This is an optimization exercise on Yosys and OpenROAD, whose aim is small area and a short achievable clock period, not a production implementation.
Where RTL was checked, it was by simulation tests only, not by an equivalence proof against the original.

==> v31: inputs <==
Design neural_predictor, start of the top module:
module neural_predictor(input clk, input rst, input current_pc_valid, input [15:0] current_pc,
	input result_valid, input [15:0] result_pc, input result,
	output current_should_jump);
==> module neural_predictor, before the edit <==
module neural_predictor(input clk, input rst, input current_pc_valid, input [15:0] current_pc,
	input result_valid, input [15:0] result_pc, input result,
	output current_should_jump);
	reg [7:0] history;
	reg [575:0] wt;
	reg [7:0] slot_valid;
	reg [7:0] slot_neg;
	reg [7:0] slot_small;
	reg [2:0] wp;
	reg [2:0] rp;
	wire [7:0] one_sel = ~history;
	wire [3:0] cnt = one_sel[0] + one_sel[1] + one_sel[2] + one_sel[3]
	               + one_sel[4] + one_sel[5] + one_sel[6] + one_sel[7];
	wire y0 = cnt >= 4'd2;
	wire y1 = cnt >= 4'd4;
	wire [3:0] pa = cnt - {2'd0, y0 & y1, y0 ^ y1, 1'b0};
	wire x0 = pa > 4'd0;
	wire x1 = pa > 4'd1;
	wire x2 = pa > 4'd2;
	wire x3 = pa > 4'd3;
	wire [7:0] cp_oh = 8'd1 << current_pc[2:0];
	wire [7:0] r_oh = 8'd1 << result_pc[2:0];
	wire [7:0] z_gt;         
	wire [95:0] z_all;       
	genvar p, k, l;
	generate
		for (p = 0; p < 8; p = p + 1) begin : perc
			wire [7:0] op [0:8];
			assign op[0] = wt[p*72 +: 8];
			for (k = 1; k < 9; k = k + 1) begin : sel
				wire [7:0] w = wt[(p*9+k)*8 +: 8];
				assign op[k] = w ^ {8{~history[k-1]}};
			end
			wire [11:0] ts, tc;
			csa_tree tree(op[0], op[1], op[2], op[3], op[4], op[5], op[6], op[7], op[8],
				x0, x1, x2, y0, y1, ts, tc);
			wire [11:0] gg [0:4];
			wire [11:0] pp [0:4];
			assign gg[0] = (ts & tc) | {11'd0, (ts[0] ^ tc[0]) & x3};
			assign pp[0] = ts ^ tc;
			for (l = 0; l < 4; l = l + 1) begin : ks
				for (k = 0; k < 12; k = k + 1) begin : b
					if (k >= (1 << l)) begin : c
						assign gg[l+1][k] = gg[l][k] | (pp[l][k] & gg[l][k - (1 << l)]);
						assign pp[l+1][k] = pp[l][k] & pp[l][k - (1 << l)];
					end else begin : n
						assign gg[l+1][k] = gg[l][k];
						assign pp[l+1][k] = pp[l][k];
					end
				end
			end
			wire [11:0] z = pp[0] ^ {gg[4][10:0], x3};
			wire zero = &(pp[0] ~^ {ts[10:0] | tc[10:0], x3});
			assign z_gt[p] = ~z[11] & ~zero;
			assign z_all[p*12 +: 12] = z;
		end
	endgenerate
	assign current_should_jump = |(z_gt & cp_oh);
	wire [11:0] zs [0:8];
	assign zs[0] = 12'd0;
	generate
		for (p = 0; p < 8; p = p + 1) begin : zsel
			assign zs[p+1] = zs[p] | (z_all[p*12 +: 12] & {12{cp_oh[p]}});
		end
	endgenerate
	wire [11:0] zc = zs[8];
	wire cur_neg = zc[11];
	wire cur_small = $signed(zc) >= -12'sd28 && $signed(zc) <= 12'sd28;
	wire pop_valid = result_valid & slot_valid[rp];
	wire s_neg = slot_neg[rp];
	wire s_small = slot_small[rp];
	wire train = pop_valid & (s_small | (result ? s_neg : ~s_neg));
	wire [7:0] rw [0:8];   
	wire [7:0] nw [0:8];
	generate
		for (k = 0; k < 9; k = k + 1) begin : upd
			wire [7:0] ra [0:8];
			assign ra[0] = 8'd0;
			for (p = 0; p < 8; p = p + 1) begin : o
				assign ra[p+1] = ra[p] | (wt[(p*9+k)*8 +: 8] & {8{r_oh[p]}});
			end
			assign rw[k] = ra[8];
			assign nw[k] = rst ? 8'd0 : (rw[k] + {{7{~result}}, 1'b1});
		end
		for (p = 0; p < 8; p = p + 1) begin : wr
			for (k = 0; k < 9; k = k + 1) begin : wk
				wire hbit;
				if (k == 0) begin : b
					assign hbit = 1'b1;
				end else begin : h
					assign hbit = history[k-1];
				end
				always @(posedge clk)
					if (rst | (train & r_oh[p] & hbit))
						wt[(p*9+k)*8 +: 8] <= nw[k];
			end
		end
	endgenerate
	always @(posedge clk) begin
		if (rst) begin
			history <= 8'd0;
			slot_valid <= 8'd0;
			wp <= 3'd0;
			rp <= 3'd0;
		end else begin
			if (pop_valid) begin
				history <= {history[6:0], result};
			end
			if (current_pc_valid) begin
				slot_valid[wp] <= 1'b1;
				slot_neg[wp] <= cur_neg;
				slot_small[wp] <= cur_small;
				wp <= wp + 3'd1;
			end
			if (result_valid) begin
				slot_valid[rp] <= 1'b0;
				rp <= rp + 3'd1;
			end
		end
	end
endmodule
clock: 17.0 ns
lec_check: 0
cap_margin: 20
core_margin: 2
core_utilization: 35
place_density: 0.55
setup_slack_margin: 5
slew_margin: 20
run.sh (not shown) runs the stock make flow with config.mk's settings and CLKGATE_MAP_FILE= SYNTH_SCRIPT=/design/flow/synth_recipe.tcl, a recipe that flattens the netlist after the stock synthesis.
==> inputs of v10, as changes to v31 <==
--- a/flow/design.v
+++ b/flow/design.v
@@ -10,60 +10,55 @@
 	reg [2:0] rp;
-	wire [7:0] one_sel = ~history;
-	wire [3:0] cnt = one_sel[0] + one_sel[1] + one_sel[2] + one_sel[3]
-	               + one_sel[4] + one_sel[5] + one_sel[6] + one_sel[7];
-	wire y0 = cnt >= 4'd2;
-	wire y1 = cnt >= 4'd4;
-	wire [3:0] pa = cnt - {2'd0, y0 & y1, y0 ^ y1, 1'b0};
-	wire x0 = pa > 4'd0;
-	wire x1 = pa > 4'd1;
-	wire x2 = pa > 4'd2;
-	wire x3 = pa > 4'd3;
+	reg x0, x1, x2, x3, y0, y1;
+	wire [3:0] cnt_next = (!history[0] + !history[1] + !history[2] + !history[3])
+	                    + (!history[4] + !history[5] + !history[6] + !result);
+	wire ny0 = cnt_next >= 4'd2;
+	wire ny1 = cnt_next >= 4'd4;
+	wire [3:0] npa = cnt_next - {2'd0, ny0 & ny1, ny0 ^ ny1, 1'b0};
 	wire [7:0] cp_oh = 8'd1 << current_pc[2:0];
-	wire [7:0] r_oh = 8'd1 << result_pc[2:0];
-	wire [7:0] z_gt;         
-	wire [95:0] z_all;       
+	wire [7:0] r_oh = rst ? 8'd0 : 8'd1 << result_pc[2:0];
+	wire [7:0] r_we = rst ? 8'hff : 8'd1 << result_pc[2:0];
+	wire [7:0] cw [0:8];
 	genvar p, k, l;
 	generate
-		for (p = 0; p < 8; p = p + 1) begin : perc
-			wire [7:0] op [0:8];
-			assign op[0] = wt[p*72 +: 8];
-			for (k = 1; k < 9; k = k + 1) begin : sel
-				wire [7:0] w = wt[(p*9+k)*8 +: 8];
-				assign op[k] = w ^ {8{~history[k-1]}};
-			end
-			wire [11:0] ts, tc;
-			csa_tree tree(op[0], op[1], op[2], op[3], op[4], op[5], op[6], op[7], op[8],
-				x0, x1, x2, y0, y1, ts, tc);
-			wire [11:0] gg [0:4];
-			wire [11:0] pp [0:4];
-			assign gg[0] = (ts & tc) | {11'd0, (ts[0] ^ tc[0]) & x3};
-			assign pp[0] = ts ^ tc;
-			for (l = 0; l < 4; l = l + 1) begin : ks
-				for (k = 0; k < 12; k = k + 1) begin : b
-					if (k >= (1 << l)) begin : c
-						assign gg[l+1][k] = gg[l][k] | (pp[l][k] & gg[l][k - (1 << l)]);
-						assign pp[l+1][k] = pp[l][k] & pp[l][k - (1 << l)];
-					end else begin : n
-						assign gg[l+1][k] = gg[l][k];
-						assign pp[l+1][k] = pp[l][k];
-					end
+		for (k = 0; k < 9; k = k + 1) begin : rd
+			wire [7:0] ca [0:8];
+			assign ca[0] = 8'd0;
+			for (p = 0; p < 8; p = p + 1) begin : o
+				assign ca[p+1] = ca[p] | (wt[(p*9+k)*8 +: 8] & {8{cp_oh[p]}});
+			end
+			assign cw[k] = ca[8];
+		end
+	endgenerate
+	wire [7:0] op [0:8];
+	assign op[0] = cw[0];
+	generate
+		for (k = 1; k < 9; k = k + 1) begin : sel
+			assign op[k] = cw[k] ^ {8{~history[k-1]}};
+		end
+	endgenerate
+	wire [11:0] ts, tc;
+	csa_tree tree(op[0], op[1], op[2], op[3], op[4], op[5], op[6], op[7], op[8],
+		x0, x1, x2, y0, y1, ts, tc);
+	wire [11:0] gg [0:4];
+	wire [11:0] pp [0:4];
+	assign gg[0] = (ts & tc) | {11'd0, (ts[0] ^ tc[0]) & x3};
+	assign pp[0] = ts ^ tc;
+	generate
+		for (l = 0; l < 4; l = l + 1) begin : ks
+			for (k = 0; k < 12; k = k + 1) begin : b
+				if (k >= (1 << l)) begin : c
+					assign gg[l+1][k] = gg[l][k] | (pp[l][k] & gg[l][k - (1 << l)]);
+					assign pp[l+1][k] = pp[l][k] & pp[l][k - (1 << l)];
+				end else begin : n
+					assign gg[l+1][k] = gg[l][k];
+					assign pp[l+1][k] = pp[l][k];
 				end
 			end
-			wire [11:0] z = pp[0] ^ {gg[4][10:0], x3};
-			wire zero = &(pp[0] ~^ {ts[10:0] | tc[10:0], x3});
-			assign z_gt[p] = ~z[11] & ~zero;
-			assign z_all[p*12 +: 12] = z;
-		end
-	endgenerate
-	assign current_should_jump = |(z_gt & cp_oh);
-	wire [11:0] zs [0:8];
-	assign zs[0] = 12'd0;
-	generate
-		for (p = 0; p < 8; p = p + 1) begin : zsel
-			assign zs[p+1] = zs[p] | (z_all[p*12 +: 12] & {12{cp_oh[p]}});
-		end
-	endgenerate
-	wire [11:0] zc = zs[8];
-	wire cur_neg = zc[11];
-	wire cur_small = $signed(zc) >= -12'sd28 && $signed(zc) <= 12'sd28;
+		end
+	endgenerate
+	wire [11:0] y = pp[0] ^ {gg[4][10:0], x3};
+	wire zero = &(pp[0] ~^ {ts[10:0] | tc[10:0], x3});
+	assign current_should_jump = ~y[11] & ~zero;
+	wire cur_neg = y[11];
+	wire cur_small = (y + 12'd28) <= 12'd56;
 	wire pop_valid = result_valid & slot_valid[rp];
@@ -82,3 +77,3 @@
 			assign rw[k] = ra[8];
-			assign nw[k] = rst ? 8'd0 : (rw[k] + {{7{~result}}, 1'b1});
+			assign nw[k] = rw[k] + {{7{~result & ~rst}}, ~rst};
 		end
@@ -93,3 +88,3 @@
 				always @(posedge clk)
-					if (rst | (train & r_oh[p] & hbit))
+					if ((rst | train) & r_we[p] & (rst | hbit))
 						wt[(p*9+k)*8 +: 8] <= nw[k];
@@ -101,2 +96,3 @@
 			history <= 8'd0;
+			{x0, x1, x2, x3, y0, y1} <= 6'b111111;
 			slot_valid <= 8'd0;
@@ -107,2 +103,3 @@
 				history <= {history[6:0], result};
+				{x0, x1, x2, x3, y0, y1} <= {npa > 4'd0, npa > 4'd1, npa > 4'd2, npa > 4'd3, ny0, ny1};
 			end
==> flow/flow/run.sh (new file) <==
#!/bin/bash
# The standard layout, with the adders left to ABC instead of full-adder cells.
set -euo pipefail
bash standard.sh ADDER_MAP_FILE= finish > standard_finish.log 2>&1
==> flow/standard.sh (new file) <==
#!/bin/bash
# synth_recipe.tcl (not shown) runs the flow's synth.tcl, then flattens the netlist and writes it again
# the make line also repeats each setting of config.mk as NAME=value (left out here)
make -C /OpenROAD-flow-scripts/flow DESIGN_CONFIG=/design/flow/config.mk WORK_HOME=/design/flow/orfs CLKGATE_MAP_FILE= SYNTH_SCRIPT=/design/flow/synth_recipe.tcl "${@:-finish}"
Settings changed: CORE_UTILIZATION 35 to 55, CTS_BUF_LIST from default to sky130_fd_sc_hd__clkbuf_16, CTS_CLUSTER_DIAMETER from default to 80, CTS_CLUSTER_SIZE from default to 28, PLACE_DENSITY 0.55 to 0.7.
removed: flow/run.sh
==> inputs of v1, as changes to v31 <==
--- a/flow/design.v
+++ b/flow/design.v
@@ -10,60 +10,54 @@
 	reg [2:0] rp;
-	wire [7:0] one_sel = ~history;
-	wire [3:0] cnt = one_sel[0] + one_sel[1] + one_sel[2] + one_sel[3]
-	               + one_sel[4] + one_sel[5] + one_sel[6] + one_sel[7];
-	wire y0 = cnt >= 4'd2;
-	wire y1 = cnt >= 4'd4;
-	wire [3:0] pa = cnt - {2'd0, y0 & y1, y0 ^ y1, 1'b0};
-	wire x0 = pa > 4'd0;
-	wire x1 = pa > 4'd1;
-	wire x2 = pa > 4'd2;
-	wire x3 = pa > 4'd3;
+	reg x0, x1, x2, x3, y0, y1;
+	wire [3:0] cnt_next = (!history[0] + !history[1] + !history[2] + !history[3])
+	                    + (!history[4] + !history[5] + !history[6] + !result);
+	wire ny0 = cnt_next >= 4'd2;
+	wire ny1 = cnt_next >= 4'd4;
+	wire [3:0] npa = cnt_next - {2'd0, ny0 & ny1, ny0 ^ ny1, 1'b0};
 	wire [7:0] cp_oh = 8'd1 << current_pc[2:0];
 	wire [7:0] r_oh = 8'd1 << result_pc[2:0];
-	wire [7:0] z_gt;         
-	wire [95:0] z_all;       
+	wire [7:0] cw [0:8];
 	genvar p, k, l;
 	generate
-		for (p = 0; p < 8; p = p + 1) begin : perc
-			wire [7:0] op [0:8];
-			assign op[0] = wt[p*72 +: 8];
-			for (k = 1; k < 9; k = k + 1) begin : sel
-				wire [7:0] w = wt[(p*9+k)*8 +: 8];
-				assign op[k] = w ^ {8{~history[k-1]}};
-			end
-			wire [11:0] ts, tc;
-			csa_tree tree(op[0], op[1], op[2], op[3], op[4], op[5], op[6], op[7], op[8],
-				x0, x1, x2, y0, y1, ts, tc);
-			wire [11:0] gg [0:4];
-			wire [11:0] pp [0:4];
-			assign gg[0] = (ts & tc) | {11'd0, (ts[0] ^ tc[0]) & x3};
-			assign pp[0] = ts ^ tc;
-			for (l = 0; l < 4; l = l + 1) begin : ks
-				for (k = 0; k < 12; k = k + 1) begin : b
-					if (k >= (1 << l)) begin : c
-						assign gg[l+1][k] = gg[l][k] | (pp[l][k] & gg[l][k - (1 << l)]);
-						assign pp[l+1][k] = pp[l][k] & pp[l][k - (1 << l)];
-					end else begin : n
-						assign gg[l+1][k] = gg[l][k];
-						assign pp[l+1][k] = pp[l][k];
-					end
+		for (k = 0; k < 9; k = k + 1) begin : rd
+			wire [7:0] ca [0:8];
+			assign ca[0] = 8'd0;
+			for (p = 0; p < 8; p = p + 1) begin : o
+				assign ca[p+1] = ca[p] | (wt[(p*9+k)*8 +: 8] & {8{cp_oh[p]}});
+			end
+			assign cw[k] = ca[8];
+		end
+	endgenerate
+	wire [7:0] op [0:8];
+	assign op[0] = cw[0];
+	generate
+		for (k = 1; k < 9; k = k + 1) begin : sel
+			assign op[k] = cw[k] ^ {8{~history[k-1]}};
+		end
+	endgenerate
+	wire [11:0] ts, tc;
+	csa_tree tree(op[0], op[1], op[2], op[3], op[4], op[5], op[6], op[7], op[8],
+		x0, x1, x2, y0, y1, ts, tc);
+	wire [11:0] gg [0:4];
+	wire [11:0] pp [0:4];
+	assign gg[0] = (ts & tc) | {11'd0, (ts[0] ^ tc[0]) & x3};
+	assign pp[0] = ts ^ tc;
+	generate
+		for (l = 0; l < 4; l = l + 1) begin : ks
+			for (k = 0; k < 12; k = k + 1) begin : b
+				if (k >= (1 << l)) begin : c
+					assign gg[l+1][k] = gg[l][k] | (pp[l][k] & gg[l][k - (1 << l)]);
+					assign pp[l+1][k] = pp[l][k] & pp[l][k - (1 << l)];
+				end else begin : n
+					assign gg[l+1][k] = gg[l][k];
+					assign pp[l+1][k] = pp[l][k];
 				end
 			end
-			wire [11:0] z = pp[0] ^ {gg[4][10:0], x3};
-			wire zero = &(pp[0] ~^ {ts[10:0] | tc[10:0], x3});
-			assign z_gt[p] = ~z[11] & ~zero;
-			assign z_all[p*12 +: 12] = z;
-		end
-	endgenerate
-	assign current_should_jump = |(z_gt & cp_oh);
-	wire [11:0] zs [0:8];
-	assign zs[0] = 12'd0;
-	generate
-		for (p = 0; p < 8; p = p + 1) begin : zsel
-			assign zs[p+1] = zs[p] | (z_all[p*12 +: 12] & {12{cp_oh[p]}});
-		end
-	endgenerate
-	wire [11:0] zc = zs[8];
-	wire cur_neg = zc[11];
-	wire cur_small = $signed(zc) >= -12'sd28 && $signed(zc) <= 12'sd28;
+		end
+	endgenerate
+	wire [11:0] y = pp[0] ^ {gg[4][10:0], x3};
+	wire zero = &(pp[0] ~^ {ts[10:0] | tc[10:0], x3});
+	assign current_should_jump = ~y[11] & ~zero;
+	wire cur_neg = y[11];
+	wire cur_small = $signed(y) >= -12'sd28 && $signed(y) <= 12'sd28;
 	wire pop_valid = result_valid & slot_valid[rp];
@@ -101,2 +95,3 @@
 			history <= 8'd0;
+			{x0, x1, x2, x3, y0, y1} <= 6'b111111;
 			slot_valid <= 8'd0;
@@ -107,2 +102,3 @@
 				history <= {history[6:0], result};
+				{x0, x1, x2, x3, y0, y1} <= {npa > 4'd0, npa > 4'd1, npa > 4'd2, npa > 4'd3, ny0, ny1};
 			end
==> comparison table <==
metric                                                v10         v31          v1
Worst R2R Setup Slack                            10.38 ns     7.80 ns    10.77 ns
Met1 track demand over resource                     43.5%       35.2%       31.9%
Met2 layer wire length in the routed design      49400 um    81000 um    52900 um
Portion of netlist area occupied by mux cells       7.21%      0.638%       2.59%
Count of plain and timing-repair buffers              120          80         103
Met2 track utilization from global routing          53.4%       39.2%       36.8%
Synthesis-to-finish area growth                     9.54%       9.71%       16.0%
Routability-driven placement congestion ratio       0.892        1.07       0.883
Result of the run        no timing/DRC/antenna violations  no timing/DRC/antenna violations  no timing/DRC/antenna violations
Post-route worst hold slack                      0.494 ns    0.512 ns    0.498 ns
Multi-input combinational area share                39.0%       51.2%       35.7%
Final period demand of the worst path            12.02 ns    11.84 ns    11.99 ns
The RTL of v31 and v1 was laid out without a check of its function.

static timing again, ports no longer ideal:
The results above use ideal ports. As a check the final layouts listed here were re-extracted and re-timed, cells and wires unchanged. Step 1 sets driving cells, clkbuf_16 on the clock port and buf_2 on the other inputs (assumed; they add their load-dependent delay and slew). Step 2 moves the port delays by t, midway between the first and last clock arrival at a register: inputs arrive t later, outputs are due t later. That takes back most of the time a late clock gives input paths. a / b / c = no drivers / after step 1 / after step 2; a / b = the first two.
| run | t, ns | setup WS [ns] | hold WS [ns] | clock arrival spread, ns | worst data-port slew with drivers (ns) |
|---|---|---|---|---|---|
| v31 | 0.722 | 5.165 / 5.091 / 5.813 | 0.512 / 0.512 / 0.512 | 0.033 / 0.033 | 0.04 |
| v10 | 0.726 | 4.981 / 4.778 / 4.778 | 0.494 / 0.494 / 0.494 | 0.066 / 0.066 | 0.23 |
| v1 | 0.683 | 5.012 / 4.962 / 4.962 | 0.498 / 0.498 / 0.498 | 0.026 / 0.026 | 0.07 |
After both steps setup and hold are still met in every run listed. The setup slack of v10, which loses most, moves by -0.203 ns with the drivers and by -0.203 ns with both steps.
